From an optimization exercise on the open Yosys and OpenROAD flow, aimed at small area; shortcuts taken in it are not production practice.
Function was checked by simulation only, so behaviour that the tests miss may differ from the original.
Power is estimated from default activity; no workload was simulated.

--- config.mk ---
export PLATFORM = sky130hd
export DESIGN_NAME = ahb
export DESIGN_NICKNAME = ahb
export VERILOG_FILES = /design/flow/design.v
export SDC_FILE = /design/flow/constraint.sdc
export NUM_CORES = 4
export LEC_CHECK = 0
export CAP_MARGIN = 20
export CORE_MARGIN = 2
export CORE_UTILIZATION = 40
export SLEW_MARGIN = 20
export SYNTH_HIERARCHICAL = 1
--- constraint.sdc ---
create_clock -name core_clock -period 10.0 [get_ports {hclk}]
set_input_delay 2.0000 -clock core_clock [delete_from_list [all_inputs] [get_ports {hclk}]]
set_output_delay 2.0000 -clock core_clock [all_outputs]
set_load 0.01 [all_outputs]
--- design.v ---
module ahb (
            hclk
           ,hresetn
           ,htrans
           ,haddr
           ,hwdata
           ,hready_in
           ,hsel
           ,hwrite
           ,hsize
           ,hresp
           ,hready_out
           ,hrdata
           ,frame_num
           ,sample_in_frame
           ,com_2_ovl
           ,max_point_fft_core
           ,alpha
           ,quarter
           ,fft_num
           ,fft_stage_number
           ,mel_num
           ,cep_num
           ,trigger
           );
input hclk;                       
input hresetn;                    
input [1:0]htrans;
input [11:0]haddr;
input [31:0]hwdata;
input hready_in;
input hsel;
input hwrite;
input [2:0]hsize;
output [1:0]hresp;
output hready_out;
output [31:0]hrdata;
output [31:0]frame_num;            
output [31:0]sample_in_frame;      
output [31:0]com_2_ovl;            
output [31:0]max_point_fft_core;   
output [31:0]alpha;                
output [31:0]quarter;              
output [31:0]fft_num;              
output [31:0]fft_stage_number;     
output [31:0]mel_num;              
output [31:0]cep_num;              
output trigger;                    
wire [31:0]hrdata;
reg [31:0]frame_num;
reg [31:0]sample_in_frame;
reg [31:0]com_2_ovl;
reg [31:0]max_point_fft_core;
reg [31:0]alpha;
reg [31:0]quarter;
reg [31:0]fft_num;
reg [31:0]fft_stage_number;
reg [31:0]mel_num;
reg [31:0]cep_num;
reg trigger;
reg [3:0]addr_q;
reg wr_q;
wire xfer = htrans[1] & hready_in & hsel;
always @(posedge hclk) begin
  addr_q <= haddr[3:0] | {4{|haddr[11:4]}};
end
always @(posedge hclk or negedge hresetn) begin
  if (!hresetn) wr_q <= 1'b0;
  else          wr_q <= xfer & hwrite & (hsize == 3'b010);
end
wire [10:0]sel;
wire [10:0]we;
wire [10:0]nwe;
ahb_dec u_dec (.a(addr_q), .w(wr_q), .sel(sel), .we(we), .nwe(nwe));
wire [31:0]rv [0:9];
wire [31:0]nx [0:9];
assign rv[0] = frame_num;
assign rv[1] = sample_in_frame;
assign rv[2] = com_2_ovl;
assign rv[3] = max_point_fft_core;
assign rv[4] = alpha;
assign rv[5] = quarter;
assign rv[6] = fft_num;
assign rv[7] = fft_stage_number;
assign rv[8] = mel_num;
assign rv[9] = cep_num;
genvar k, i;
generate
  for (k = 0; k < 10; k = k + 1) begin : g_reg
    for (i = 0; i < 32; i = i + 1) begin : g_bit
      ahb_wmux u_wm (.s(we[k]), .sn(nwe[k]), .d(hwdata[i]), .q(rv[k][i]), .y(nx[k][i]));
    end
  end
endgenerate
wire nx_trigger;
ahb_wmux u_wm_trig (.s(we[10]), .sn(nwe[10]), .d(hwdata[0]), .q(trigger), .y(nx_trigger));
always @(posedge hclk or negedge hresetn) begin
  if (!hresetn) begin
    frame_num          <= 32'b0;
    sample_in_frame    <= 32'b0;
    com_2_ovl          <= 32'b0;
    max_point_fft_core <= 32'b0;
    alpha              <= 32'b0;
    quarter            <= 32'b0;
    fft_num            <= 32'b0;
    fft_stage_number   <= 32'b0;
    mel_num            <= 32'b0;
    cep_num            <= 32'b0;
    trigger            <= 1'b0;
  end
  else begin
    frame_num          <= nx[0];
    sample_in_frame    <= nx[1];
    com_2_ovl          <= nx[2];
    max_point_fft_core <= nx[3];
    alpha              <= nx[4];
    quarter            <= nx[5];
    fft_num            <= nx[6];
    fft_stage_number   <= nx[7];
    mel_num            <= nx[8];
    cep_num            <= nx[9];
    trigger            <= nx_trigger;
  end
end
ahb_rmux11 u_rm0 (.s(sel), .d({trigger, rv[9][0], rv[8][0], rv[7][0], rv[6][0], rv[5][0], rv[4][0], rv[3][0], rv[2][0], rv[1][0], rv[0][0]}), .y(hrdata[0]));
generate
  for (i = 1; i < 32; i = i + 1) begin : g_rd
    ahb_rmux10 u_rm (.s(sel[9:0]), .d({rv[9][i], rv[8][i], rv[7][i], rv[6][i], rv[5][i], rv[4][i], rv[3][i], rv[2][i], rv[1][i], rv[0][i]}), .y(hrdata[i]));
  end
endgenerate
assign hresp = 2'b0;
assign hready_out = 1'b1;
endmodule
module ahb_dec (
  input  [3:0]a,
  input  w,
  output [10:0]sel,
  output [10:0]we,
  output [10:0]nwe
);
genvar k;
generate
  for (k = 0; k < 11; k = k + 1) begin : g
    assign sel[k] = (a == k);
    assign we[k]  = w & sel[k];
    assign nwe[k] = ~we[k];
  end
endgenerate
endmodule
module ahb_wmux (
  input  s,
  input  sn,
  input  d,
  input  q,
  output y
);
assign y = (s & d) | (sn & q);
endmodule
module ahb_rmux10 (
  input  [9:0]s,
  input  [9:0]d,
  output y
);
wire [2:0]n;
ahb_aoi222 u_a0 (.a(s[2:0]), .b(d[2:0]), .y(n[0]));
ahb_aoi222 u_a1 (.a(s[5:3]), .b(d[5:3]), .y(n[1]));
ahb_aoi222 u_a2 (.a(s[8:6]), .b(d[8:6]), .y(n[2]));
assign y = ~(n[0] & n[1] & n[2] & ~(s[9] & d[9]));
endmodule
module ahb_rmux11 (
  input  [10:0]s,
  input  [10:0]d,
  output y
);
wire [2:0]n;
ahb_aoi222 u_a0 (.a(s[2:0]), .b(d[2:0]), .y(n[0]));
ahb_aoi222 u_a1 (.a(s[5:3]), .b(d[5:3]), .y(n[1]));
ahb_aoi222 u_a2 (.a(s[8:6]), .b(d[8:6]), .y(n[2]));
assign y = ~(n[0] & n[1] & n[2] & ~((s[9] & d[9]) | (s[10] & d[10])));
endmodule
module ahb_aoi222 (
  input  [2:0]a,
  input  [2:0]b,
  output y
);
assign y = ~|(a & b);
endmodule
--- flow/run.sh ---
#!/bin/bash
# Standard ORFS layout, but the port buffers are the smallest buffer
# (sky130_fd_sc_hd__buf_1) instead of the one buffer_ports picks itself.
set -euo pipefail
bash standard.sh 'BUFFER_PORTS_ARGS=-buffer_cell sky130_fd_sc_hd__buf_1' finish > make_finish.log 2>&1
--- standard.sh ---
#!/bin/bash
# synth_recipe.tcl (not shown) runs the flow's synth.tcl, then flattens the netlist and writes it again
# the make line also repeats each setting of config.mk as NAME=value (left out here)
make -C /OpenROAD-flow-scripts/flow DESIGN_CONFIG=/design/flow/config.mk WORK_HOME=/design/flow/orfs CLKGATE_MAP_FILE= SYNTH_SCRIPT=/design/flow/synth_recipe.tcl "${@:-finish}"
==> results of run 1 <==
==> stage by stage <==
stage / worst slack (ns) / instance area [µm²] / total power [mW]
6_report: 4.554 / 16270 / 2.741
5_1_grt: 4.415 / 16270 / 2.819
4_1_cts: 4.599 / 16270 / 2.756
3_5_place_dp: 5.135 / 15050 / 1.401
3_3_place_gp: 5.107 / 14970 / 1.401
2_1_floorplan: 5.056 / 12610 / 1.348
==> state kept, by name, summed over array words and instances, names as in the netlist <==
| name | flops |
|---|---|
| com_2_ovl | 32 |
| trigger | 1 |
| alpha | 32 |
| fft_num | 32 |
| mel_num | 32 |
| max_point_fft_core | 32 |
| fft_stage_number | 32 |
| addr_q | 4 |
| quarter | 32 |
| sample_in_frame | 32 |
| cep_num | 32 |
| frame_num | 32 |
| wr_q | 1 |
==> cell usage after synthesis, drive strengths merged <==
master / n / area share
nor2: 19 / 0.0057
nor4: 2 / 0.0020
nor3: 4 / 0.0016
dfxtp: 4 / 0.0064
a22oi: 1 / 0.00060
or3b: 1 / 0.00089
and4: 1 / 0.00070
dfrtp: 322 / 0.64
nand3: 5 / 0.0020
and3b: 1 / 0.00079
clkbuf: 2 / 0.00099
nand3b: 6 / 0.0036
nand2b: 4 / 0.0020
a222oi: 96 / 0.076
nor4bb: 1 / 0.00079
conb: 2 / 0.00060
buf: 6 / 0.0030
nand2: 38 / 0.011
nand4: 32 / 0.016
nor3b: 1 / 0.00060
nor2b: 3 / 0.0015
or2: 1 / 0.00050
a22o: 321 / 0.22
==> Yosys stat by module (local to each module, per instance) <==
module	cell area, µm²	flip-flops and latches	times used
ahb_aoi222	10.01	0	96
ahb_dec	264.0	0	1
ahb	8242	326	1
ahb_wmux	8.758	0	321
ahb_rmux11	13.76	0	1
ahb_rmux10	10.01	0	31
==> routing by layer <==
layer,GRT usage,vias up
met1,0.4524,6165
met3,0.07621,151
met4,0.1346,0
met5,0,-
li1,-,4743
met2,0.5145,874
==> final cells by class <==
type	instances	area, µm²	area share
clock buffer	54	1090	0.06697
clock inverter	11	133.9	0.008228
multi-input combinational	540	4593	0.2823
sequential	326	8138	0.5001
tap	396	495.5	0.03045
timing repair buffer	435	1822	0.1120
==> report_power, final <==
part	leakage (nW)	switching, mW	internal (mW)
sequential	4.53	0.000226	1.32
combinational	2.05	0.0484	0.00827
clock	0.610	0.534	0.832
==> cell families after synthesis <==
family,synth area share
buffers and inverters,0.003971
other,0.0005959
AOI/OAI and AO/OA,0.2999
DFF,0.6458
and+or+nand+nor,0.04974
==> worst register-to-register path, stage by stage (launching register included) <==
cell     delay, ns
dfrtp_1       0.49
nor3b_1       0.61
nand3_2       0.99
a22o_1        0.55
==> worst min path at each step <==
stage / endpoint / depth (start not counted) / from / slack [ns]
final: fft_num[22] / 1 / fft_num[22] / 0.52
after global routing: frame_num[24] / 1 / frame_num[24] / 0.54
after CTS: cep_num[3] / 1 / cep_num[3] / 0.52
after detailed placement: cep_num[3] / 1 / cep_num[3] / 0.50
after global placement: quarter[17] / 1 / quarter[17] / 0.50
after floorplan: fft_num[0] / 1 / fft_num[0] / 0.55
==> flow_metrics.tcl, run 1 <==
set metrics [dict create \
    route.met2.wl_um 25380 \
    crit_fanout 22 \
    antenna_found_initial 0 \
    grt_pass1_vias 11930 \
    hold_buffers 0 \
    worst_slew_pin_slew_ns 1.166 \
    final_layout_size_suffix_gt1_frac 0.09004 \
    avgRoutedWirePerCell_um 31.62 \
    worst-r2r-setup-slack_ns 7.23 \
    floorplan.initialDensity 0.4088 \
    chipHeight_um 181.5 \
    mostFrequentLayoutCell "buf_1" \
    coreArea_um2 30830 \
    crit_family "simple AND/OR/NAND/NOR gates" \
    ant_nets 0 \
    rr_worst_depth 3 \
    numCtsBuffers 37 \
    nNetsFinal 1394 \
    path_class "flop to primary output" \
    vdd_drop_max_uv 120.4 \
    r2r-start "wr_q" \
    hpwl_um 33680 \
    synth.distinct_cells 25 \
    highest_layer "met4" \
    p_per_area_nw_per_um2 168.5 \
    tns_ns 0 \
    met3WireLength_um 5913 \
    avgSynthCellArea_um2 14.44 \
    ys_ff_latch 326 \
    root_buffer "clkbuf_16" \
    io_pins 410 \
    fin_cells 1762 \
    max_freq_mhz 183.6 \
    hold_class "flop to flop" \
    hold_slack_ns 0.5168 \
    place_inst 1697 \
    finalMaxSlewViolations 0 \
    period_needed_ns 5.446 \
    total_leakage_power_nw 7.195 \
    cp_slowest_stage_delay_ns 0.99 \
    routed-via-count 11930 \
    postCtsResizedCells 0 \
    max-cap-violations 0 \
    final-hold-violation-count 0 \
    cp_data_arrival_time_ns 3.45 \
    dr.pass1.iters 8 \
    gp_congestion 0.7996 \
    crit_path_end "hrdata[28]" \
    viasPerCell 6.772 \
    cts_buffer_depth 3 \
    fillers 2772 \
    syn_area_um2 12600 \
    grt_start_max_net_pins 150 \
    syn_to_final_growth_pct 29.12 \
    clock-sinks 326 \
    syn_inst 873 \
    dieArea_um2 32940 \
    drt-initial-drc-count 1686 \
    yosys_warnings 7 \
    final_core_util 0.5278 \
    r2r-end "max_point_fft_core[27]" \
    worst-endpoint-required_ns 8.00 \
    crit_buf_inv 2 \
    die_w_um 181.5 \
    worstSkewPairLatency_ns 0.50 \
    end_kind "primary output" \
    startpoint_type "flop" \
    diodes 0 \
    portBuffers 405 \
    cp.depth 6 \
    startpoint "addr_q[0]" \
    grt_pass1_wl_um 80940 \
    rows 64 \
    setup_viol 0 \
    cts_tree "built" \
    gr-total-overflow 0 \
    wirelength_um 55720 \
    relSlewSlack 0.2185 \
    synth-seq-area-share 0.6458 \
    period_share 0.5446 \
    cts_max_level 2 \
    post_cts_buffers 0 \
    wl_met1_um 22250 \
    rsz0062_at_grt "no" \
    grt_usage 0.3317 \
    crit_slowest_cell "nor3_2" \
    route.detailed.drc 0 \
    status "complete, no violations" \
    clkTransAtPathRegs_ns 0.06 \
    mostFrequentLayoutCells "buf_1 (404), dfrtp_1 (322), a22o_1 (321)" \
    fin_skew_ns 0.01040 \
    cp_cell_sequence "nand2b_1 -> nor3_2 -> buf_4 -> a222oi_1 -> nand4_1 -> buf_1" \
]
==> inputs of run 2 (changes only) <==
--- a/config.mk
+++ b/config.mk
@@ -7,6 +7,7 @@
 export LEC_CHECK = 0
 export CAP_MARGIN = 20
 export CORE_MARGIN = 2
-export CORE_UTILIZATION = 40
+export CORE_UTILIZATION = 70
+export CTS_BUF_LIST = sky130_fd_sc_hd__clkbuf_4
 export SLEW_MARGIN = 20
 export SYNTH_HIERARCHICAL = 1
==> run 2 against run 1 <==
  * Non-clock buffer count fell by 16
  * Highest routed layer unchanged
  * Critical endpoint is now hrdata[2]
  * Largest power group is now registers
  * Clock-buffer cell count rose by 60
  * Fmax decreased by 0.52%
  * Cell count fell by 6.1%
  * Still clean on timing, DRC and antenna
  * Worst setup slack got worse by 0.029 ns
  * Combinational power is 3% lower
  * Power decreased by 10%
  * Register-to-register slack barely moved
==> flow_metrics.tcl, run 2 <==
set metrics [dict create \
    status "complete, no violations" \
    root_buffer "clkbuf_4" \
    worst-r2r-setup-slack_ns 7.22 \
    clock-sinks 326 \
    drt-initial-drc-count 2825 \
    dieArea_um2 19090 \
    coreArea_um2 17840 \
    synth.top_cell.area_share 0.6394 \
    period_share 0.5475 \
    period_needed_ns 5.475 \
    portBuffers 405 \
    avgRoutedWirePerCell_um 31.15 \
    fin_skew_ns 0.03694 \
    rsz0062_at_grt "no" \
    hold_slack_ns 0.5240 \
    startpoint_type "flop" \
    p_per_area_nw_per_um2 156.9 \
    synth-async-reset-ratio 0.9877 \
    netlist_top_cells_count "dfrtp_1 (322), a22o_1 (321), a222oi_1 (96)" \
    p_total_mw 2.462 \
    wirelength_um 51560 \
    syn_area_um2 12600 \
    cp_data_arrival_time_ns 3.47 \
    hpwl_um 28410 \
    grt_pass1_wl_um 76780 \
    die_w_um 138.2 \
    cp_slowest_stage_delay_ns 1.06 \
    numCtsBuffers 79 \
    avgSynthCellArea_um2 14.44 \
    hold_start "frame_num[6]" \
    min_to "frame_num[6]" \
    nNetsFinal 1420 \
    rows 49 \
    fin_cells 1655 \
    chipHeight_um 138.2 \
    cts_buffer_depth 3 \
    max-cap-violations 0 \
    max_freq_mhz 182.7 \
    cts_tree "built" \
    floorplan.initialDensity 0.7064 \
    gp_congestion 0.8857 \
    final-hold-violation-count 0 \
    syn_inst 873 \
    syn_to_final_growth_pct 24.55 \
    yosys_warnings 7 \
    finalMaxSlewViolations 0 \
    final_layout_size_suffix_gt1_frac 0.1176 \
    path_class "flop to primary output" \
    mostFrequentLayoutCells "buf_1 (404), dfrtp_1 (322), a22o_1 (321)" \
    r2r-end "max_point_fft_core[13]" \
    yosysTopAreaCell "dfrtp_1" \
    yosys_most_used_dff "dfrtp_1" \
    worst_slew_pin_slew_ns 1.321 \
    setup_viol 0 \
    postCtsResizedCells 0 \
    end_kind "primary output" \
    ant_nets 0 \
    cp_cell_sequence "nand2b_1 -> nor2_4 -> a222oi_1 -> nand4_1 -> buf_1" \
    hold_buffers 0 \
    crit_buf_inv 1 \
    mostFrequentLayoutCell "buf_1" \
    tns_ns 0 \
    grt_usage 0.5303 \
    crit_family "simple AND/OR/NAND/NOR gates" \
    post_cts_buffers 0 \
    place_inst 1510 \
    worstSkewPairLatency_ns 0.71 \
    dr.pass1.iters 11 \
    rr_worst_depth 3 \
    ys_ff_latch 326 \
    viasPerCell 7.789 \
    synth-seq-area-share 0.6458 \
    hold_class "flop to flop" \
    grt_pass1_vias 12890 \
    yosysMostFrequentCell "dfrtp_1" \
    r2r-start "wr_q" \
    crit_fanout 32 \
    antenna_found_initial 3 \
    synthTopCellsByArea "dfrtp_1 (64%), a22o_1 (22%), a222oi_1 (7.6%)" \
    total_leakage_power_nw 7.078 \
    vdd_drop_max_uv 120.3 \
    clkTransAtPathRegs_ns 0.07 \
    crit_slowest_cell "nor2_4" \
    grt_start_max_net_pins 185 \
    io_pins 410 \
    relSlewSlack 0.1174 \
    synth.distinct_cells 25 \
    cts_max_level 3 \
    route.detailed.drc 0 \
    routed-via-count 12890 \
    synth-edff-count 0 \
    worst-endpoint-required_ns 8.00 \
    holdPathStages 1 \
    gr-total-overflow 0 \
]
[run 2: worst max-delay path by stage]
| stage | startpoint | to | slack [ns] | cells past startpoint |
|---|---|---|---|---|
| floorplan | addr_q[1] | hrdata[0] | 5.06 | 6 |
| global placement | addr_q[2] | hrdata[11] | 5.55 | 5 |
| detailed placement | addr_q[2] | hrdata[11] | 5.51 | 5 |
| CTS | addr_q[2] | hrdata[11] | 4.72 | 5 |
| global route | addr_q[2] | hrdata[2] | 4.57 | 5 |
| finish | addr_q[2] | hrdata[2] | 4.53 | 5 |
[run 2: cells by family after synthesis]
kind of cell / share of synthesized area
AOI/OAI and AO/OA: 0.2999
DFF: 0.6458
and+or+nand+nor: 0.04974
buffers and inverters: 0.003971
other: 0.0005959
[run 2: layout make-up]
cell class	instances	area, µm²
Sequential cell	326	8138
Multi-Input combinational cell	540	4593
Fill cell	875	2145
Timing Repair Buffer	419	1702
Clock buffer	114	855.8
Tap cell	229	286.5
Clock inverter	21	106.4
Antenna cell	6	15.01
[run 2: per-layer routing]
metal  vias to the layer above  global-route usage  share of wire
li1                       4855                   -              -
met1                      6103              0.6701           0.31
met2                      1540              0.7600           0.43
met3                       392              0.2002           0.18
met4                         0              0.3808          0.078
met5                         -                   0              0
[run 2: stage by stage]
stage                       util  cell area (µm²)  setup slack, ns
after detailed placement  0.8200            14630            5.508
final                     0.8798            15700            4.525
after floorplan                -            12610            5.056
after CTS                 0.8739            15590            4.722
after global placement    0.8200            14630            5.548
after global routing      0.8794            15690            4.569
[run 2: Yosys stat by module, one instance, submodules excluded]
module / flip-flops and latches / times used / area [µm²]
ahb: 326 / 1 / 8242
ahb_dec: 0 / 1 / 264.0
ahb_rmux11: 0 / 1 / 13.76
ahb_aoi222: 0 / 96 / 10.01
ahb_rmux10: 0 / 31 / 10.01
ahb_wmux: 0 / 321 / 8.758
[run 2: power by group]
| group | internal (mW) | switching, mW | leakage, nW |
|---|---|---|---|
| sequential | 1.32 | 0.000243 | 4.53 |
| combinational | 0.00801 | 0.0471 | 1.97 |
| clock | 0.547 | 0.542 | 0.578 |
==> inputs of run 3 (changes only) <==
--- a/config.mk
+++ b/config.mk
@@ -7,7 +7,9 @@
 export LEC_CHECK = 0
 export CAP_MARGIN = 20
 export CORE_MARGIN = 2
-export CORE_UTILIZATION = 70
-export CTS_BUF_LIST = sky130_fd_sc_hd__clkbuf_4
+export CORE_UTILIZATION = 55
+export CTS_BUF_LIST = sky130_fd_sc_hd__clkbuf_8
+export CTS_CLUSTER_DIAMETER = 60
+export CTS_CLUSTER_SIZE = 14
 export SLEW_MARGIN = 20
 export SYNTH_HIERARCHICAL = 1
==> run 3 against run 2 <==
  * Critical endpoint is now hrdata[14]
  * Sequential cell count stayed put
  * Clock-buffer cell count is 85 lower
  * Still clean on timing, DRC and antenna
  * First-iteration DRC count is 31% lower
  * Sequential share of layout area is 0.89 points higher
  * Clock skew is 0.0045 ns lower
  * Clock power is 34% lower
==> flow_metrics.tcl, run 3 <==
set metrics [dict create \
    status "complete, no violations" \
    yosysMostFrequentCell "dfrtp_1" \
    synthTopCellsByArea "dfrtp_1 (64%), a22o_1 (22%), a222oi_1 (7.6%)" \
    cp_data_arrival_time_ns 3.49 \
    max_freq_mhz 182.1 \
    fillers 1819 \
    gp_congestion 0.8803 \
    dieArea_um2 24140 \
    syn_to_final_growth_pct 22.46 \
    vdd_drop_max_uv 105.4 \
    rows 55 \
    setup_viol 0 \
    yosys_warnings 7 \
    syn_inst 873 \
    clock-sinks 326 \
    max-cap-violations 0 \
    cts_tree "built" \
    synth.distinct_cells 25 \
    floorplan.initialDensity 0.5583 \
    relSlewSlack 0.1846 \
    grt_pass1_vias 11510 \
    die_w_um 155.4 \
    finalMaxSlewViolations 0 \
    holdPathStages 1 \
    grt_usage 0.4213 \
    yosysTopAreaCell "dfrtp_1" \
    nNetsFinal 1378 \
    route.detailed.drc 0 \
    viasPerCell 7.347 \
    pre_cts_ws_ns 5.330 \
    path_class "flop to primary output" \
    synth-seq-area-share 0.6458 \
    coreArea_um2 22570 \
    hold_class "flop to flop" \
    hold_buffers 0 \
    mostFrequentLayoutCells "buf_1 (404), dfrtp_1 (322), a22o_1 (321)" \
    crit_fanout 25 \
    fin_skew_ns 0.03245 \
    chipHeight_um 155.4 \
    end_kind "primary output" \
    yosys_most_used_dff "dfrtp_1" \
    root_buffer "clkbuf_8" \
    rsz0062_at_grt "no" \
    grt_pass1_wl_um 75460 \
    startpoint_type "flop" \
    total_leakage_power_nw 6.856 \
    cts_buffer_depth 3 \
    worstSkewPairLatency_ns 0.59 \
    drt-initial-drc-count 1939 \
    cp_slowest_stage_delay_ns 0.85 \
    tns_ns 0 \
    synth.top_cell.area_share 0.6394 \
    netlist_top_cells_count "dfrtp_1 (322), a22o_1 (321), a222oi_1 (96)" \
    postCtsResizedCells 0 \
    cp_cell_sequence "nand2b_1 -> nor3_2 -> buf_4 -> a222oi_1 -> nand4_1 -> buf_1" \
    io_pins 410 \
    avgSynthCellArea_um2 14.44 \
    mostFrequentLayoutCell "buf_1" \
    grt_start_max_net_pins 78 \
    numCtsBuffers 27 \
    antenna_found_initial 2 \
    clkTransAtPathRegs_ns 0.08 \
    p_per_area_nw_per_um2 135.2 \
    dr.pass1.iters 10 \
    period_share 0.5492 \
    rr_worst_depth 3 \
    avgRoutedWirePerCell_um 32.11 \
    worst-endpoint-required_ns 8.00 \
    cts_max_level 1 \
    wirelength_um 52050 \
    fin_ws_ns 4.508 \
    period_needed_ns 5.492 \
    worst_slew_pin_slew_ns 1.220 \
    gr-total-overflow 0 \
    syn_area_um2 12600 \
    ant_nets 0 \
    routed-via-count 11910 \
    hpwl_um 30890 \
    crit_slowest_cell "nor3_2" \
    synth-async-reset-ratio 0.9877 \
    final-hold-violation-count 0 \
    portBuffers 405 \
    synth-edff-count 0 \
    final_layout_size_suffix_gt1_frac 0.06672 \
    ys_ff_latch 326 \
    post_cts_buffers 0 \
]
## run 3: cell counts after synthesis
Identical to the previous run, type by type.
## run 3: metrics by stage
step                  util  power (mW)  instance area [µm²]  hold WS, ns  cells
floorplan                -       1.348                12610       0.5505    874
global route        0.6837       2.145                15430       0.5429   1621
CTS                 0.6777       2.089                15300       0.5271   1614
detailed placement  0.6572       1.399                14830       0.5058   1575
global placement    0.6523       1.399                14720       0.4987   1571
finish              0.6837       2.086                15430       0.5269   1621
## run 3: worst paths after layout
| kind | start | end | slack, ns |
|---|---|---|---|
| worst max-delay path | addr_q[0] | hrdata[14] | 4.51 |
| worst min-delay path | frame_num[10] | frame_num[10] | 0.53 |
| worst max register to register | addr_q[3] | max_point_fft_core[31] | 7.18 |
| worst min register to register | frame_num[10] | frame_num[10] | 0.53 |
| max in group asynchronous | hresetn | alpha[12] | 6.54 |
| min in group asynchronous | hresetn | frame_num[7] | 1.60 |
## run 3: routing by layer
layer  vias to the layer above  track usage  share of wire
met1                      6034       0.5694           0.37
met5                         -            0              0
li1                       4700            -              -
met3                       159       0.1279           0.13
met4                         0       0.1682          0.041
met2                      1017       0.6456           0.46
## run 3: power by group
group / switching (mW) / internal [mW] / leakage, nW / total, mW
clock network: 0.425 / 0.289 / 0.271 / 0.714
registers: 0.000236 / 1.32 / 4.53 / 1.32
logic: 0.0477 / 0.00799 / 2.05 / 0.0557
## run 3: Yosys stat by module, one instance, submodules excluded
module	cells	times used	flip-flops and latches
ahb_rmux11	2	1	0
ahb	339	1	326
ahb_wmux	1	321	0
ahb_aoi222	1	96	0
ahb_rmux10	2	31	0
ahb_dec	53	1	0
## run 3: critical path, delay by kind of cell, from the launching register on
kind	cells	cell delay, ns
AND/OR/NAND/NOR	3	1.39
buffers and inverters	2	0.84
flip-flops	1	0.53
AO/OA/AOI/OAI	1	0.14
## run 3: final cells by class
type	count	area, µm²	area share
repair buffers	429	1877	0.1216
multi-input cells	540	4593	0.2976
well taps	285	356.6	0.02311
clock inverters	10	63.81	0.004135
clock buffers	29	399.1	0.02586
flip-flops and latches	326	8138	0.5273
diodes	2	5.005	0.0003243
## run 3: cell families after synthesis
| group | after synthesis | synth area share |
|---|---|---|
| buffers and inverters | 8 | 0.003971 |
| other | 2 | 0.0005959 |
| flip-flops | 326 | 0.6458 |
| AO/OA/AOI/OAI | 418 | 0.2999 |
| AND/OR/NAND/NOR | 119 | 0.04974 |
==> inputs of run 4 (changes only) <==
--- a/config.mk
+++ b/config.mk
@@ -8,8 +8,8 @@
 export CAP_MARGIN = 20
 export CORE_MARGIN = 2
 export CORE_UTILIZATION = 55
-export CTS_BUF_LIST = sky130_fd_sc_hd__clkbuf_8
-export CTS_CLUSTER_DIAMETER = 60
-export CTS_CLUSTER_SIZE = 14
+export CTS_BUF_LIST = sky130_fd_sc_hd__clkbuf_16
+export CTS_CLUSTER_DIAMETER = 80
+export CTS_CLUSTER_SIZE = 24
 export SLEW_MARGIN = 20
 export SYNTH_HIERARCHICAL = 1
==> run 4 against run 3 <==
  * First-iteration DRC count grew 10%
  * Critical path depth is the same
  * Sequential power is essentially flat
  * Sequential cell count is the same
  * Clock power grew 2%
  * Fmax grew 2.3%
  * Largest power group unchanged
==> flow_metrics.tcl, run 4 <==
set metrics [dict create \
    switchingPower_mw 0.4652 \
    yosys.area_share.xor_xnor 0 \
    fin_skew_ns 0.02106 \
    period_share 0.5371 \
    routed-via-count 11880 \
    grt_pass1_vias 11450 \
    die_w_um 155.4 \
    viasPerCell 7.402 \
    hold_slack_ns 0.5318 \
    met3_usage 0.1245 \
    hpwl_um 30890 \
    ys_ff_latch 326 \
    route.detailed.drc 0 \
    p_per_area_nw_per_um2 136.3 \
    yosysMostFrequentCell "dfrtp_1" \
    avgRoutedWirePerCell_um 32.32 \
    synth-async-reset-ratio 0.9877 \
    dieArea_um2 24140 \
    cp_cell_sequence "nand2b_1 -> nor3_2 -> buf_4 -> a222oi_1 -> nand4_1 -> buf_1" \
    yosys_most_used_dff "dfrtp_1" \
    yosys.area_share.simple 0.04974 \
    worst_slew_pin_slew_ns 1.205 \
    grt_usage 0.4201 \
    power_frac_seq 0.627 \
    drt-initial-drc-count 2142 \
    synthAdderAreaFrac 0 \
    pwr-share-clk 0.347 \
    setup_viol 0 \
    final_layout_size_suffix_gt1_frac 0.05842 \
    wirelength_um 51880 \
    synth-edff-count 0 \
    crit_slowest_cell "nor3_2" \
    met2_usage 0.6435 \
    numCtsBuffers 17 \
    holdPathStages 1 \
    nNetsFinal 1368 \
    vdd_drop_max_uv 133.1 \
    rr_worst_depth 3 \
    antenna_found_initial 2 \
    crit_fanout 25 \
    cp_slowest_stage_delay_ns 0.82 \
    cts_tree "built" \
    portBuffers 405 \
    grt_busiest_layer "met2" \
    worst-endpoint-required_ns 8.00 \
    hold_class "flop to flop" \
    finalMaxSlewViolations 0 \
    post_cts_buffers 0 \
    total_leakage_power_nw 6.823 \
    p_sw_frac 0.2214 \
    synthTopCellsByArea "dfrtp_1 (64%), a22o_1 (22%), a222oi_1 (7.6%)" \
    gr-total-overflow 0 \
    final-hold-violation-count 0 \
    synth_top_family_by_area "compound AO/OA/AOI/OAI gates" \
    ant_nets 0 \
    mostFrequentLayoutCell "buf_1" \
    floorplan.initialDensity 0.5583 \
    cts_max_level 1 \
    root_buffer "clkbuf_16" \
    chipHeight_um 155.4 \
    tns_ns 0 \
    dr.pass1.iters 7 \
    avgSynthCellArea_um2 14.44 \
    coreArea_um2 22570 \
    grt_start_max_net_pins 78 \
    max-cap-violations 0 \
    grt_pass1_wl_um 74950 \
    clkTransAtPathRegs_ns 0.09 \
    mostFrequentLayoutCells "buf_1 (404), dfrtp_1 (322), a22o_1 (321)" \
    gp_congestion 0.8803 \
    met1_usage 0.5676 \
    rows 55 \
    combPwrFrac 0.026 \
    cts_buffer_depth 3 \
    synth.distinct_cells 25 \
    worstSkewPairLatency_ns 0.52 \
    period_needed_ns 5.371 \
    netlist_top_cells_count "dfrtp_1 (322), a22o_1 (321), a222oi_1 (96)" \
    startpoint_type "flop" \
    path_class "flop to primary output" \
    io_pins 410 \
    rsz0062_at_grt "no" \
    synth_compound_area_frac 0.2999 \
    cp_data_arrival_time_ns 3.37 \
    end_kind "primary output" \
    relSlewSlack 0.1950 \
    hold_buffers 0 \
    syn_to_final_growth_pct 22.38 \
    postCtsResizedCells 0 \
    synth-seq-area-share 0.6458 \
    clock-sinks 326 \
    syn_inst 873 \
    synth.top_cell.area_share 0.6394 \
    yosysTopAreaCell "dfrtp_1" \
    yosys_warnings 7 \
    syn_area_um2 12600 \
    p_int_mw 1.636 \
    max_freq_mhz 186.2 \
    status "complete, no violations" \
    synth.mux.area_fraction 0 \
]
## run 4: cell counts after synthesis
Identical to the previous run, type by type.
## run 4: final timing paths
check                                         endpoint        from  slack (ns)
max in group asynchronous          sample_in_frame[25]     hresetn        6.46
min in group asynchronous                 frame_num[7]     hresetn        1.64
worst min register to register              quarter[7]  quarter[7]        0.53
worst max register to register  max_point_fft_core[31]        wr_q        7.25
worst max-delay path                        hrdata[14]   addr_q[0]        4.63
worst min-delay path                        quarter[7]  quarter[7]        0.53
## run 4: Yosys stat by module, one instance, submodules excluded
module,cells inside,copies in the design,flip-flops and latches
ahb_aoi222,1,96,0
ahb_dec,53,1,0
ahb,339,1,326
ahb_rmux11,2,1,0
ahb_wmux,1,321,0
ahb_rmux10,2,31,0
## run 4: critical path: cells and delay by family (launching register included)
| kind | cells | cell delay, ns |
|---|---|---|
| and+or+nand+nor | 3 | 1.35 |
| DFF | 1 | 0.53 |
| AOI/OAI and AO/OA | 1 | 0.14 |
| buffers and inverters | 2 | 0.85 |
## run 4: per-layer routing
metal / vias up / routed length [µm]
met1: 5970 / 18610
met4: 0 / 2482
li1: 4679 / -
met3: 181 / 7176
met2: 1050 / 23610
met5: - / 0
## run 4: power groups by stage
stage | logic (mW) | registers (mW) | clock network, mW
after global routing | 0.0627 | 1.32 | 0.778
after global placement | 0.0554 | 1.34 | 0
after detailed placement | 0.0559 | 1.34 | 0
after CTS | 0.0561 | 1.32 | 0.729
after floorplan | 0.00410 | 1.34 | 0
final | 0.0557 | 1.32 | 0.728
## run 4: area by class of cell
class / count / area (µm²)
diodes: 2 / 5.005
multi-input cells: 540 / 4593
clock buffers: 17 / 425.4
well taps: 285 / 356.6
clock inverters: 6 / 27.53
flip-flops and latches: 326 / 8138
repair buffers: 429 / 1877
fillers: 1818 / 7149
## run 4: logic make-up (layout without fill, tap and decap cells)
group	after synthesis	count (layout)
AO/OA/AOI/OAI	418	418
buffers and inverters	8	452
flip-flops	326	326
other	2	5
AND/OR/NAND/NOR	119	119
## run 4: through the flow
step	total power, mW	cell area [µm²]	util	cells	setup WS [ns]
3_5_place_dp	1.399	14830	0.6572	1575	5.330
5_1_grt	2.158	15420	0.6833	1605	4.649
6_report	2.101	15420	0.6833	1605	4.629
4_1_cts	2.102	15290	0.6773	1598	4.788
3_3_place_gp	1.399	14720	0.6523	1571	5.397
2_1_floorplan	1.348	12610	-	874	5.056
==> inputs of run 5 (changes only) <==
==> flow/run.sh (replaced) <==
#!/bin/bash
# Standard ORFS layout, with the smallest buffer (sky130_fd_sc_hd__buf_1)
# on every port and a clock tree built without dummy loads.
set -euo pipefail
CTS="-sink_clustering_enable -repair_clock_nets -dont_use_dummy_load -buf_list sky130_fd_sc_hd__clkbuf_16 -sink_clustering_size 30 -sink_clustering_max_diameter 100"
bash standard.sh 'BUFFER_PORTS_ARGS=-buffer_cell sky130_fd_sc_hd__buf_1' "CTS_ARGS=$CTS" finish > make_finish.log 2>&1
==> config.mk (replaced) <==
export PLATFORM = sky130hd
export DESIGN_NAME = ahb
export DESIGN_NICKNAME = ahb
export VERILOG_FILES = /design/flow/design.v
export SDC_FILE = /design/flow/constraint.sdc
export NUM_CORES = 4
export LEC_CHECK = 0
export CAP_MARGIN = 0
export CORE_MARGIN = 2
export CORE_UTILIZATION = 55
export SLEW_MARGIN = 0
export SYNTH_HIERARCHICAL = 1
==> run 5 against run 4 <==
  * Still clean
  * Sequential share of layout area rose by 1.2 points
  * First-iteration DRC count fell by 11%
  * Utilization fell by 1.5 points
  * Cell count fell by 1.2%
  * Register-to-register slack got worse by 0.04 ns
  * Via count fell by 0.46%
  * Critical endpoint is now hrdata[11]
==> flow_metrics.tcl, run 5 <==
set metrics [dict create \
    status "complete, no violations" \
    yosys_most_used_dff "dfrtp_1" \
    crit_fanout 25 \
    cp_data_arrival_time_ns 3.24 \
    tns_ns 0 \
    switchingPower_mw 0.4365 \
    p_sw_frac 0.2164 \
    viasPerCell 7.456 \
    yosys.area_share.xor_xnor 0 \
    rr_worst_depth 3 \
    dieArea_um2 24140 \
    worst_slew_pin_slew_ns 1.415 \
    synthAdderAreaFrac 0 \
    period_needed_ns 5.243 \
    rsz0062_at_grt "no" \
    crit_slowest_cell "nor3_2" \
    syn_area_um2 12600 \
    ys_ff_latch 326 \
    wirelength_um 51310 \
    antenna_found_initial 1 \
    pwr-share-clk 0.319 \
    gr-total-overflow 0 \
    met3WireLength_um 7028 \
    yosysMostFrequentCell "dfrtp_1" \
    hold_slack_ns 0.5325 \
    pre_cts_ws_ns 5.380 \
    max_freq_mhz 190.7 \
    vdd_drop_max_uv 107.8 \
    crit_family "simple AND/OR/NAND/NOR gates" \
    avgRoutedWirePerCell_um 32.35 \
    synth-seq-area-share 0.6458 \
    final_layout_size_suffix_gt1_frac 0.04923 \
    coreArea_um2 22570 \
    stdcell_area_um2 15080 \
    relSlewSlack 0.05470 \
    synth_top_family_by_area "compound AO/OA/AOI/OAI gates" \
    placed_cell_area_um2 14720 \
    grt_start_max_net_pins 78 \
    final_core_util 0.6680 \
    syn_inst 873 \
    power_frac_seq 0.653 \
    final-hold-violation-count 0 \
    grt_usage 0.4162 \
    hold_buffers 0 \
    routed-via-count 11830 \
    fin_skew_ns 0.03925 \
    startpoint_type "flop" \
    cp.depth 6 \
    root_buffer "clkbuf_16" \
    yosys.area_share.simple 0.04974 \
    rows 55 \
    yosysTopAreaCell "dfrtp_1" \
    route.detailed.drc 0 \
    path_class "flop to primary output" \
    total_leakage_power_nw 6.656 \
    nNetsFinal 1356 \
    combPwrFrac 0.028 \
    fin_ws_ns 4.757 \
    floorplan.initialDensity 0.5583 \
    numCtsBuffers 14 \
    netlist_top_cells_count "dfrtp_1 (322), a22o_1 (321), a222oi_1 (96)" \
    synth.mux.area_fraction 0 \
    dr.pass1.iters 9 \
    worstSkewPairLatency_ns 0.51 \
    postCtsResizedCells 0 \
    io_pins 410 \
    highest_layer "met4" \
    synth.distinct_cells 25 \
    syn_to_final_growth_pct 19.64 \
    cts_max_level 1 \
    grt_pass1_vias 11350 \
    cp_cell_sequence "nand2b_1 -> nor3_2 -> buf_4 -> a222oi_1 -> nand4_1 -> buf_1" \
    grt_pass1_wl_um 74450 \
    crit_buf_inv 2 \
    finalMaxSlewViolations 0 \
    max-cap-violations 0 \
    worst-endpoint-required_ns 8.00 \
    period_share 0.5243 \
    wl_met1_um 18590 \
    p_int_mw 1.581 \
    yosys_warnings 7 \
    holdPathStages 1 \
    hpwl_um 30020 \
    ant_nets 0 \
    mostFrequentLayoutCells "buf_1 (404), dfrtp_1 (322), a22o_1 (321)" \
    synth.top_cell.area_share 0.6394 \
    hold_class "flop to flop" \
    place_inst 1571 \
    mostFrequentLayoutCell "buf_1" \
    die_w_um 155.4 \
    synthTopCellsByArea "dfrtp_1 (64%), a22o_1 (22%), a222oi_1 (7.6%)" \
    route.met2.wl_um 23450 \
    cts_buffer_depth 3 \
    synth-async-reset-ratio 0.9877 \
    clock-sinks 326 \
    drt-initial-drc-count 1912 \
    end_kind "primary output" \
    p_per_area_nw_per_um2 133.8 \
    clkTransAtPathRegs_ns 0.11 \
    synth_compound_area_frac 0.2999 \
    fin_cells 1586 \
    gp_congestion 0.8803 \
    synth-edff-count 0 \
    portBuffers 405 \
    setup_viol 0 \
    fillers 1847 \
    chipHeight_um 155.4 \
    p_total_mw 2.017 \
    cp_slowest_stage_delay_ns 0.74 \
    post_cts_buffers 0 \
    cts_tree "built" \
    avgSynthCellArea_um2 14.44 \
]
==> run 5: worst register-to-register path, delay by kind of cell (launching register included) <==
family,cells,cell delay (ns)
AOI/OAI and AO/OA,1,0.55
and+or+nand+nor,2,1.62
DFF,1,0.51
==> run 5: Yosys stat by module, one instance, submodules excluded <==
module	cells inside	flops+latches	area [µm²]	copies in the design
ahb_rmux11	2	0	13.76	1
ahb_wmux	1	0	8.758	321
ahb_dec	53	0	264.0	1
ahb_aoi222	1	0	10.01	96
ahb_rmux10	2	0	10.01	31
ahb	339	326	8242	1
==> run 5: power groups by stage <==
stage | Combinational [mW] | Sequential, mW | Clock, mW
floorplan | 0.00410 | 1.34 | 0
global route | 0.0625 | 1.32 | 0.698
global placement | 0.0554 | 1.34 | 0
detailed placement | 0.0559 | 1.34 | 0
finish | 0.0557 | 1.32 | 0.644
CTS | 0.0560 | 1.32 | 0.649
==> run 5: cells by family (layout without fill, tap and decap cells) <==
family | after synthesis | after routing
simple gates | 119 | 119
flops | 326 | 326
other cells | 2 | 4
compound gates | 418 | 418
buf+inv | 8 | 434
==> run 5: layout make-up <==
| class | count | area, µm² | area share |
|---|---|---|---|
| sequential | 326 | 8138 | 0.5397 |
| multi-input combinational | 540 | 4593 | 0.3046 |
| timing repair buffer | 420 | 1637 | 0.1085 |
| tap | 285 | 356.6 | 0.02365 |
| clock buffer | 14 | 350.3 | 0.02324 |
| antenna | 1 | 2.502 | 0.0001660 |
==> run 5: metal layers <==
layer,up-vias,GRT usage
li1,4649,-
met1,5973,0.5615
met2,1024,0.6475
met3,179,0.1248
met4,0,0.1512
met5,-,0
==> run 5: worst paths after layout <==
check	startpoint	to	slack (ns)
worst min-delay path	fft_num[7]	fft_num[7]	0.53
worst max register to register	wr_q	max_point_fft_core[4]	7.21
min in group asynchronous	hresetn	frame_num[7]	1.63
worst min register to register	fft_num[7]	fft_num[7]	0.53
worst max-delay path	addr_q[0]	hrdata[11]	4.76
max in group asynchronous	hresetn	alpha[22]	6.45
==> inputs of run 6 (changes only) <==
==> flow/run.sh (replaced) <==
#!/bin/bash
# Standard ORFS layout, with the smallest buffer (sky130_fd_sc_hd__buf_1)
# on every port and a clock tree built without dummy loads.
set -euo pipefail
CTS="-sink_clustering_enable -repair_clock_nets -dont_use_dummy_load -buf_list sky130_fd_sc_hd__clkbuf_16 -sink_clustering_size 28 -sink_clustering_max_diameter 90"
bash standard.sh 'BUFFER_PORTS_ARGS=-buffer_cell sky130_fd_sc_hd__buf_1' "CTS_ARGS=$CTS" finish > make_finish.log 2>&1
--- a/config.mk
+++ b/config.mk
@@ -7,6 +7,6 @@
 export LEC_CHECK = 0
 export CAP_MARGIN = 0
 export CORE_MARGIN = 2
-export CORE_UTILIZATION = 55
+export CORE_UTILIZATION = 45
 export SLEW_MARGIN = 0
 export SYNTH_HIERARCHICAL = 1
==> run 6 against run 5 <==
  * Routed wire length up 2.8%
  * Critical path depth stayed put
  * Worst hold slack got worse by 0.0047 ns
  * Global-route usage decreased by 7.0 points
  * Register-to-register slack got worse by 0.04 ns
  * Cell area grew 1.6%
  * Clock-buffer cell count is 1 higher
  * Synthesized area is the same
  * Critical path type unchanged
  * Power rose by 1.8%
==> flow_metrics.tcl, run 6 <==
set metrics [dict create \
    status "complete, no violations" \
    final_layout_size_suffix_gt1_frac 0.05864 \
    dr.pass1.iters 8 \
    ys_ff_latch 326 \
    path_class "flop to primary output" \
    grt_pass1_wl_um 74220 \
    gp_congestion 0.8355 \
    postCtsResizedCells 0 \
    hold_class "flop to flop" \
    clock-sinks 326 \
    antenna_found_initial 0 \
    multi_input_area_um2 4593 \
    route.detailed.drc 0 \
    synth.distinct_cells 25 \
    clkTransAtPathRegs_ns 0.11 \
    setup_viol 0 \
    routed-via-count 11560 \
    startpoint_type "flop" \
    rows 61 \
    hold_buffers 0 \
    syn_inst 873 \
    numCtsBuffers 15 \
    portBuffers 405 \
    cts_tree "built" \
    relSlewSlack 0.2089 \
    tns_ns 0 \
    gr-total-overflow 0 \
    vdd_drop_max_uv 125.1 \
    worstSkewPairLatency_ns 0.51 \
    yosys_most_used_dff "dfrtp_1" \
    period_share 0.5125 \
    final-hold-violation-count 0 \
    startpoint "addr_q[2]" \
    cts_max_level 1 \
    synth-edff-count 0 \
    dieArea_um2 29360 \
    end_kind "primary output" \
    syn_area_um2 12600 \
    worst-r2r-setup-slack_ns 7.17 \
    netlist_top_cells_count "dfrtp_1 (322), a22o_1 (321), a222oi_1 (96)" \
    die_w_um 171.3 \
    io_pins 410 \
    r2r-start "wr_q" \
    synth-seq-area-share 0.6458 \
    avgRoutedWirePerCell_um 31.18 \
    floorplan.initialDensity 0.4549 \
    crit_fanout 17 \
    mostFrequentLayoutCells "buf_1 (404), dfrtp_1 (322), a22o_1 (321)" \
    hold_slack_ns 0.5278 \
    fillers 2507 \
    hpwl_um 31900 \
    worst_slew_pin_slew_ns 1.185 \
    viasPerCell 6.837 \
    yosysTopAreaCell "dfrtp_1" \
    p_total_mw 2.054 \
    diodes 0 \
    total_leakage_power_nw 6.739 \
    grt_pass1_vias 10990 \
    ant_nets 0 \
    max-cap-violations 0 \
    max_freq_mhz 195.1 \
    seq_area_um2 8138 \
    nNetsFinal 1369 \
    cts_buffer_depth 3 \
    synthTopCellsByArea "dfrtp_1 (64%), a22o_1 (22%), a222oi_1 (7.6%)" \
    rsz0062_at_grt "no" \
    worst-endpoint-required_ns 8.00 \
    fin_skew_ns 0.01796 \
    wirelength_um 52730 \
    drt-initial-drc-count 1776 \
    grt_start_max_net_pins 155 \
    post_cts_buffers 0 \
    finalMaxSlewViolations 0 \
    root_buffer "clkbuf_16" \
    period_needed_ns 5.125 \
    mostFrequentLayoutCell "buf_1" \
    cp_data_arrival_time_ns 3.13 \
    syn_to_final_growth_pct 21.55 \
    avgSynthCellArea_um2 14.44 \
    hold_start "max_point_fft_core[12]" \
    synth-async-reset-ratio 0.9877 \
    yosysMostFrequentCell "dfrtp_1" \
    yosys_warnings 7 \
    synth.top_cell.area_share 0.6394 \
    chipHeight_um 171.3 \
    coreArea_um2 27710 \
    p_per_area_nw_per_um2 134.1 \
    grt_usage 0.3459 \
]
[run 6: cell counts after synthesis]
Identical to the previous run, type by type.
[run 6: critical path, stage by stage (launching register included)]
cell and delay (ns):
dfxtp_1 0.63, nand2b_1 0.34, nor2_4 0.68, buf_4 0.43, a222oi_1 0.17, nand4_1 0.12
buf_1 0.23
[run 6: power by group]
part | leakage, nW | internal [mW] | switching (mW)
sequential | 4.53 | 1.32 | 0.000235
combinational | 2.02 | 0.00827 | 0.0480
clock | 0.185 | 0.273 | 0.408
[run 6: final cells by class]
cell class | count | share of cell area
flip-flops and latches | 326 | 0.5312
multi-input cells | 540 | 0.2998
repair buffers | 432 | 0.1135
well taps | 378 | 0.03087
clock buffers | 15 | 0.02450
[run 6: cell families (layout without fill, tap and decap cells)]
logic type	count (synthesis)	in the layout	synth area share
compound gates	418	418	0.2999
buf+inv	8	447	0.003971
simple gates	119	119	0.04974
other cells	2	3	0.0005959
flops	326	326	0.6458
[run 6: layer usage]
layer | track usage | wire [µm] | vias to the layer above
li1 | - | - | 4663
met1 | 0.4898 | 20980 | 5905
met2 | 0.5265 | 23930 | 877
met3 | 0.08353 | 6012 | 117
met4 | 0.1135 | 1803 | 0
met5 | 0 | 0 | -
[run 6: final timing paths]
kind                                          end  depth (start not counted)
min in group asynchronous   max_point_fft_core[6]                          1
max in group asynchronous                alpha[0]                          3
max                                     hrdata[2]                          6
max reg2reg                max_point_fft_core[14]                          3
min reg2reg                max_point_fft_core[12]                          1
min                        max_point_fft_core[12]                          1
[run 6: Yosys stat by module, one instance, submodules excluded]
module | cell area (µm²) | times used | flip-flops and latches
ahb_dec | 264.0 | 1 | 0
ahb_aoi222 | 10.01 | 96 | 0
ahb | 8242 | 1 | 326
ahb_rmux10 | 10.01 | 31 | 0
ahb_rmux11 | 13.76 | 1 | 0
ahb_wmux | 8.758 | 321 | 0
[run 6: metrics by stage]
step	instance area [µm²]	worst slack [ns]	std cells	util
floorplan	12610	5.056	874	-
finish	15320	4.875	1691	0.5529
CTS	15320	4.973	1691	0.5529
global route	15320	4.820	1691	0.5529
detailed placement	14940	5.536	1676	0.5394
global placement	14940	5.541	1676	0.5394
==> inputs of run 7 (changes only) <==
--- a/config.mk
+++ b/config.mk
@@ -7,6 +7,6 @@
 export LEC_CHECK = 0
 export CAP_MARGIN = 0
 export CORE_MARGIN = 2
-export CORE_UTILIZATION = 45
+export CORE_UTILIZATION = 55
 export SLEW_MARGIN = 0
 export SYNTH_HIERARCHICAL = 1
==> run 7 against run 6 <==
  * Clock skew is 0.0023 ns lower
  * Global-route usage up 7.0 points
  * Synthesized area unchanged
  * Cell area shrank 1.4%
  * Sequential power about the same
  * Critical path type unchanged
  * Largest cell class unchanged
  * Highest routed layer unchanged
==> flow_metrics.tcl, run 7 <==
set metrics [dict create \
    yosys_warnings 7 \
    antenna_found_initial 1 \
    startpoint_type "flop" \
    worst_slew_pin_slew_ns 1.388 \
    status "complete, no violations" \
    avgSynthCellArea_um2 14.44 \
    met2_usage 0.6435 \
    rr_worst_depth 3 \
    max_freq_mhz 188.8 \
    netlist_top_cells_count "dfrtp_1 (322), a22o_1 (321), a222oi_1 (96)" \
    cts_buffer_depth 3 \
    pre_cts_ws_ns 5.380 \
    final-hold-violation-count 0 \
    stdcell_area_um2 15100 \
    tns_ns 0 \
    postCtsResizedCells 0 \
    met1_usage 0.5683 \
    finalMaxSlewViolations 0 \
    grt_pass1_vias 11370 \
    nNetsFinal 1357 \
    grt_busiest_layer "met2" \
    coreArea_um2 22570 \
    hold_buffers 0 \
    met3_usage 0.1111 \
    startpoint "addr_q[0]" \
    fin_ws_ns 4.704 \
    period_share 0.5296 \
    synth.distinct_cells 25 \
    fillers 1838 \
    cp_data_arrival_time_ns 3.30 \
    syn_to_final_growth_pct 19.84 \
    avgRoutedWirePerCell_um 32.35 \
    final_core_util 0.6691 \
    path_class "flop to primary output" \
    end_kind "primary output" \
    grt_start_max_net_pins 78 \
    die_w_um 155.4 \
    relSlewSlack 0.07265 \
    floorplan.initialDensity 0.5583 \
    numCtsBuffers 15 \
    period_needed_ns 5.296 \
    max-cap-violations 0 \
    wirelength_um 51340 \
    dr.pass1.iters 10 \
    mostFrequentLayoutCell "buf_1" \
    portBuffers 405 \
    r2r-start "addr_q[3]" \
    p_per_area_nw_per_um2 135.2 \
    place_inst 1571 \
    crit_fanout 25 \
    final_layout_size_suffix_gt1_frac 0.04996 \
    placed_cell_area_um2 14720 \
    hpwl_um 30020 \
    ys_ff_latch 326 \
    cts_max_level 1 \
    worst-r2r-setup-slack_ns 7.26 \
    viasPerCell 7.497 \
    rsz0062_at_grt "no" \
    gp_congestion 0.8803 \
    io_pins 410 \
    vdd_drop_max_uv 116.7 \
    yosysMostFrequentCell "dfrtp_1" \
    root_buffer "clkbuf_16" \
    setup_viol 0 \
    syn_inst 873 \
    worstSkewPairLatency_ns 0.50 \
    drt-initial-drc-count 1967 \
    synth.top_cell.area_share 0.6394 \
    grt_pass1_wl_um 74350 \
    synthTopCellsByArea "dfrtp_1 (64%), a22o_1 (22%), a222oi_1 (7.6%)" \
    grt_usage 0.4154 \
    route.detailed.drc 0 \
    rows 55 \
    yosysTopAreaCell "dfrtp_1" \
    hold_class "flop to flop" \
    mostFrequentLayoutCells "buf_1 (404), dfrtp_1 (322), a22o_1 (321)" \
    cts_tree "built" \
    crit_path_end "hrdata[11]" \
    clock-sinks 326 \
    dieArea_um2 24140 \
    yosys_most_used_dff "dfrtp_1" \
    routed-via-count 11900 \
    ant_nets 0 \
    syn_area_um2 12600 \
    synth-edff-count 0 \
    post_cts_buffers 0 \
    r2r-end "max_point_fft_core[27]" \
    gr-total-overflow 0 \
    fin_skew_ns 0.01561 \
    synth-async-reset-ratio 0.9877 \
    chipHeight_um 155.4 \
    clkTransAtPathRegs_ns 0.10 \
    worst-endpoint-required_ns 8.00 \
    fin_cells 1587 \
    synth-seq-area-share 0.6458 \
    total_leakage_power_nw 6.669 \
]
## run 7: cell counts after synthesis
No cell type changed its count.
## run 7: cell type report
class | instances | area [µm²] | share of cell area
well taps | 285 | 356.6 | 0.02361
clock buffers | 15 | 375.4 | 0.02485
flip-flops and latches | 326 | 8138 | 0.5389
repair buffers | 420 | 1637 | 0.1084
diodes | 1 | 2.502 | 0.0001657
multi-input cells | 540 | 4593 | 0.3041
## run 7: Yosys stat by module (local to each module, per instance)
| module | cells inside | times used | flip-flops and latches |
|---|---|---|---|
| ahb_dec | 53 | 1 | 0 |
| ahb_aoi222 | 1 | 96 | 0 |
| ahb_rmux10 | 2 | 31 | 0 |
| ahb_rmux11 | 2 | 1 | 0 |
| ahb_wmux | 1 | 321 | 0 |
| ahb | 339 | 1 | 326 |
## run 7: critical path, stage by stage, from the launching register on
cell,delay [ns]
dfxtp_1,0.50
nand2b_1,0.39
nor3_2,0.82
buf_4,0.56
a222oi_1,0.15
nand4_1,0.11
buf_1,0.26
## run 7: how the worst min path moves through the flow
stage | startpoint | endpoint | slack (ns) | depth (start not counted)
2_1_floorplan | fft_num[0] | fft_num[0] | 0.55 | 1
3_3_place_gp | frame_num[13] | frame_num[13] | 0.50 | 1
3_5_place_dp | sample_in_frame[9] | sample_in_frame[9] | 0.51 | 1
4_1_cts | com_2_ovl[20] | com_2_ovl[20] | 0.53 | 1
5_1_grt | alpha[27] | alpha[27] | 0.55 | 1
6_report | frame_num[10] | frame_num[10] | 0.53 | 1
## run 7: metrics by stage
| stage | power (mW) | hold slack, ns |
|---|---|---|
| global placement | 1.399 | 0.4987 |
| global route | 2.094 | 0.5473 |
| CTS | 2.042 | 0.5296 |
| detailed placement | 1.399 | 0.5052 |
| floorplan | 1.348 | 0.5505 |
| finish | 2.041 | 0.5305 |
## run 7: report_power, final
group | switching (mW) | internal (mW)
Clock | 0.395 | 0.272
Combinational | 0.0479 | 0.00798
Sequential | 0.000227 | 1.32
Total | 0.443 | 1.60
## run 7: kinds of logic (layout without fill, tap and decap cells)
group                  Yosys count  count (layout)  share of synthesized area
AO/OA/AOI/OAI                  418             418                     0.2999
buffers and inverters            8             435                   0.003971
flip-flops                     326             326                     0.6458
other                            2               4                  0.0005959
AND/OR/NAND/NOR                119             119                    0.04974
## run 7: per-layer routing
metal / part of all wire / vias up
li1: - / 4662
met1: 0.37 / 6015
met2: 0.46 / 1058
met3: 0.13 / 163
met4: 0.041 / 0
met5: 0 / -
==> inputs of run 8 (changes only) <==
--- a/design.v
+++ b/design.v
@@ -138,14 +138,44 @@
   output [10:0]we,
   output [10:0]nwe
 );
-genvar k;
+wire [3:0]lo;
+wire [3:0]nlo;
+wire [2:0]hi;
+wire [2:0]nhi;
+wire [2:0]hiw;
+wire [2:0]nhiw;
+genvar j, k;
 generate
+  for (j = 0; j < 4; j = j + 1) begin : g_lo
+    assign lo[j]  = (a[1:0] == j);
+    assign nlo[j] = ~lo[j];
+  end
+  for (j = 0; j < 3; j = j + 1) begin : g_hi
+    assign hi[j]   = (a[3:2] == j);
+    assign nhi[j]  = ~hi[j];
+    assign hiw[j]  = hi[j] & w;
+    assign nhiw[j] = ~hiw[j];
+  end
   for (k = 0; k < 11; k = k + 1) begin : g
-    assign sel[k] = (a == k);
-    assign we[k]  = w & sel[k];
-    assign nwe[k] = ~we[k];
+    ahb_nor2  u_sel (.a(nlo[k % 4]), .b(nhi[k / 4]),  .y(sel[k]));
+    ahb_nor2  u_we  (.a(nlo[k % 4]), .b(nhiw[k / 4]), .y(we[k]));
+    ahb_nand2 u_nwe (.a(lo[k % 4]),  .b(hiw[k / 4]),  .y(nwe[k]));
   end
 endgenerate
+endmodule
+module ahb_nor2 (
+  input  a,
+  input  b,
+  output y
+);
+assign y = ~(a | b);
+endmodule
+module ahb_nand2 (
+  input  a,
+  input  b,
+  output y
+);
+assign y = ~(a & b);
 endmodule
 module ahb_wmux (
   input  s,
==> run 8 against run 7 <==
  * Still clean
  * Fmax up 0.82%
  * Global-route usage down 1.0 points
  * Sequential share of layout area up 0.076 points
  * Die area down 0.17%
  * Synthesized cell count down 0.34%
  * Cell count unchanged
  * Register-to-register slack better by 0.36 ns
  * Clock skew up 0.0027 ns
==> flow_metrics.tcl, run 8 <==
set metrics [dict create \
    p_sw_frac 0.2169 \
    viasPerCell 7.312 \
    hold_buffers 0 \
    routed-via-count 11600 \
    gp_congestion 0.8719 \
    route.detailed.drc 0 \
    worst-endpoint-required_ns 8.00 \
    cp_cell_sequence "or2b_2 -> nor2_4 -> a222oi_1 -> nand4_1 -> buf_1" \
    mostFrequentLayoutCell "buf_1" \
    grt_usage 0.4052 \
    final_core_util 0.6681 \
    fillers 1781 \
    p_int_mw 1.598 \
    synth.distinct_cells 23 \
    nNetsFinal 1358 \
    seq_area_um2 8138 \
    period_share 0.5253 \
    postCtsResizedCells 0 \
    worstSkewPairLatency_ns 0.50 \
    crit_buf_inv 1 \
    worst_slew_pin_slew_ns 1.351 \
    wirelength_um 50200 \
    relSlewSlack 0.09688 \
    syn_inst 870 \
    avgRoutedWirePerCell_um 31.63 \
    vdd_drop_max_uv 97.45 \
    r2r-start "wr_q" \
    final_layout_size_suffix_gt1_frac 0.04608 \
    ant_nets 0 \
    startpoint_type "flop" \
    dieArea_um2 24100 \
    stdcell_area_um2 15080 \
    crit_family "simple AND/OR/NAND/NOR gates" \
    syn_to_final_growth_pct 19.87 \
    cp_data_arrival_time_ns 3.25 \
    root_buffer "clkbuf_16" \
    mostFrequentLayoutCells "buf_1 (404), dfrtp_1 (322), a22o_1 (321)" \
    status "complete, no violations" \
    cp_slowest_stage_delay_ns 1.06 \
    portBuffers 405 \
    clock-sinks 326 \
    crit_slowest_cell "nor2_4" \
    switchingPower_mw 0.4426 \
    synth-edff-count 0 \
    place_inst 1572 \
    dr.pass1.iters 9 \
    combPwrFrac 0.027 \
    grt_pass1_wl_um 72680 \
    die_w_um 155.2 \
    floorplan.initialDensity 0.5574 \
    period_needed_ns 5.253 \
    netlist_top_cells_count "dfrtp_1 (322), a22o_1 (321), a222oi_1 (96)" \
    syn_area_um2 12580 \
    cts_buffer_depth 3 \
    placed_cell_area_um2 14710 \
    hold_class "flop to flop" \
    end_kind "primary output" \
    clkTransAtPathRegs_ns 0.11 \
    startpoint "addr_q[2]" \
    yosys_most_used_dff "dfrtp_1" \
    rsz0062_at_grt "no" \
    total_leakage_power_nw 6.660 \
    power_frac_seq 0.646 \
    pwr-share-clk 0.327 \
    hpwl_um 29400 \
    synth.top_cell.area_share 0.6405 \
    max_freq_mhz 190.4 \
    cts_max_level 1 \
    post_cts_buffers 0 \
    fin_cells 1587 \
    hold_start "com_2_ovl[25]" \
    pre_cts_ws_ns 5.442 \
    multi_input_area_um2 4582 \
    p_per_area_nw_per_um2 135.3 \
    numCtsBuffers 15 \
    finalMaxSlewViolations 0 \
    grt_start_max_net_pins 82 \
    coreArea_um2 22570 \
    max-cap-violations 0 \
    gr-total-overflow 0 \
    rows 55 \
    io_pins 410 \
    ys_ff_latch 326 \
    avgSynthCellArea_um2 14.46 \
    yosysTopAreaCell "dfrtp_1" \
    grt_pass1_vias 11190 \
    drt-initial-drc-count 1780 \
    chipHeight_um 155.2 \
    antenna_found_initial 0 \
    fin_ws_ns 4.747 \
    synthTopCellsByArea "dfrtp_1 (64%), a22o_1 (22%), a222oi_1 (7.6%)" \
    hold_slack_ns 0.5304 \
    p_total_mw 2.040 \
    diodes 0 \
    yosys_warnings 7 \
    cts_tree "built" \
    tns_ns 0 \
    crit_fanout 32 \
    path_class "flop to primary output" \
    yosysMostFrequentCell "dfrtp_1" \
    setup_viol 0 \
    synth-seq-area-share 0.6468 \
    synth-async-reset-ratio 0.9877 \
    fin_skew_ns 0.01827 \
    final-hold-violation-count 0 \
]
## run 8: cell types whose count changed in the layout (fill, tap and decap cells not counted), moves of 3 or more
cell	change
nand3_2	-4
nor3_2	-4
nand2_1	+8
nand2_2	-3
nor2_4	+4
## run 8: final cells by class
cell class | instances | share of cell area
clock buffers | 15 | 0.02489
multi-input cells | 542 | 0.3038
flip-flops and latches | 326 | 0.5396
well taps | 285 | 0.02365
repair buffers | 419 | 0.1080
## run 8: worst paths after layout
path                            depth (start not counted)                endpoint  slack [ns]
min in group asynchronous                               1           com_2_ovl[22]        1.52
worst min register to register                          1           com_2_ovl[25]        0.53
worst max register to register                          3  max_point_fft_core[26]        7.62
max in group asynchronous                               3             cep_num[18]        6.22
worst min-delay path                                    1           com_2_ovl[25]        0.53
worst max-delay path                                    5              hrdata[12]        4.75
## run 8: metal layers
| layer | part of all wire | global-route usage | vias up |
|---|---|---|---|
| met1 | 0.36 | 0.5339 | 5786 |
| met5 | 0 | 0 | - |
| met3 | 0.12 | 0.09164 | 200 |
| li1 | - | - | 4631 |
| met4 | 0.049 | 0.1874 | 0 |
| met2 | 0.47 | 0.6483 | 987 |
## run 8: per-module statistics from Yosys (local to each module, per instance)
module / copies in the design / flops+latches / area, µm²
ahb_nor2: 22 / 0 / 3.754
ahb_wmux: 321 / 0 / 8.758
ahb_rmux10: 31 / 0 / 10.01
ahb: 1 / 326 / 8242
ahb_rmux11: 1 / 0 / 13.76
ahb_nand2: 11 / 0 / 3.754
ahb_aoi222: 96 / 0 / 10.01
ahb_dec: 1 / 0 / 118.9
## run 8: power by group through the flow
stage / Combinational, mW / Sequential [mW] / Clock (mW)
floorplan: 0.00404 / 1.34 / 0
CTS: 0.0560 / 1.32 / 0.672
global placement: 0.0555 / 1.34 / 0
detailed placement: 0.0560 / 1.34 / 0
global route: 0.0629 / 1.32 / 0.712
finish: 0.0553 / 1.32 / 0.667
## run 8: kinds of logic after synthesis
family	count (synthesis)	synth area share
simple gates	121	0.05032
other cells	2	0.0005969
compound gates	418	0.3004
flops	326	0.6468
buf+inv	3	0.001790

-- re-timing with driven ports --
Ports are ideal in the flow. The routed layouts listed here were re-timed in OpenROAD. Step 1 assumes that a clkbuf_16 drives the clock port and a buf_2 every other input. Step 2 adds t to the input delays and takes it off the output delays; t is the mean of the earliest and latest rising clock arrival at the registers after step 1. Input paths then give back, and output paths get back, about the clock's delay inside the block. a / b / c = ideal / step 1 / step 2; a / b = the first two.
run	t, ns	slack for setup (ns)	worst setup path after step 2	cell pins on the clock port's net
run 1	0.549	4.554 / 4.503 / 5.052	register to output	1
run 2	0.734	4.525 / 4.479 / 5.213	register to output	1
run 3	0.623	4.508 / 4.458 / 5.081	register to output	1
run 4	0.553	4.629 / 4.581 / 5.134	register to output	1
run 5	0.540	4.757 / 4.709 / 5.249	register to output	1
run 6	0.550	4.875 / 4.823 / 5.373	register to output	1
run 7	0.542	4.704 / 4.655 / 5.197	register to output	1
run 8	0.543	4.747 / 4.697 / 5.240	register to output	1
After both steps every run listed still meets setup and hold.
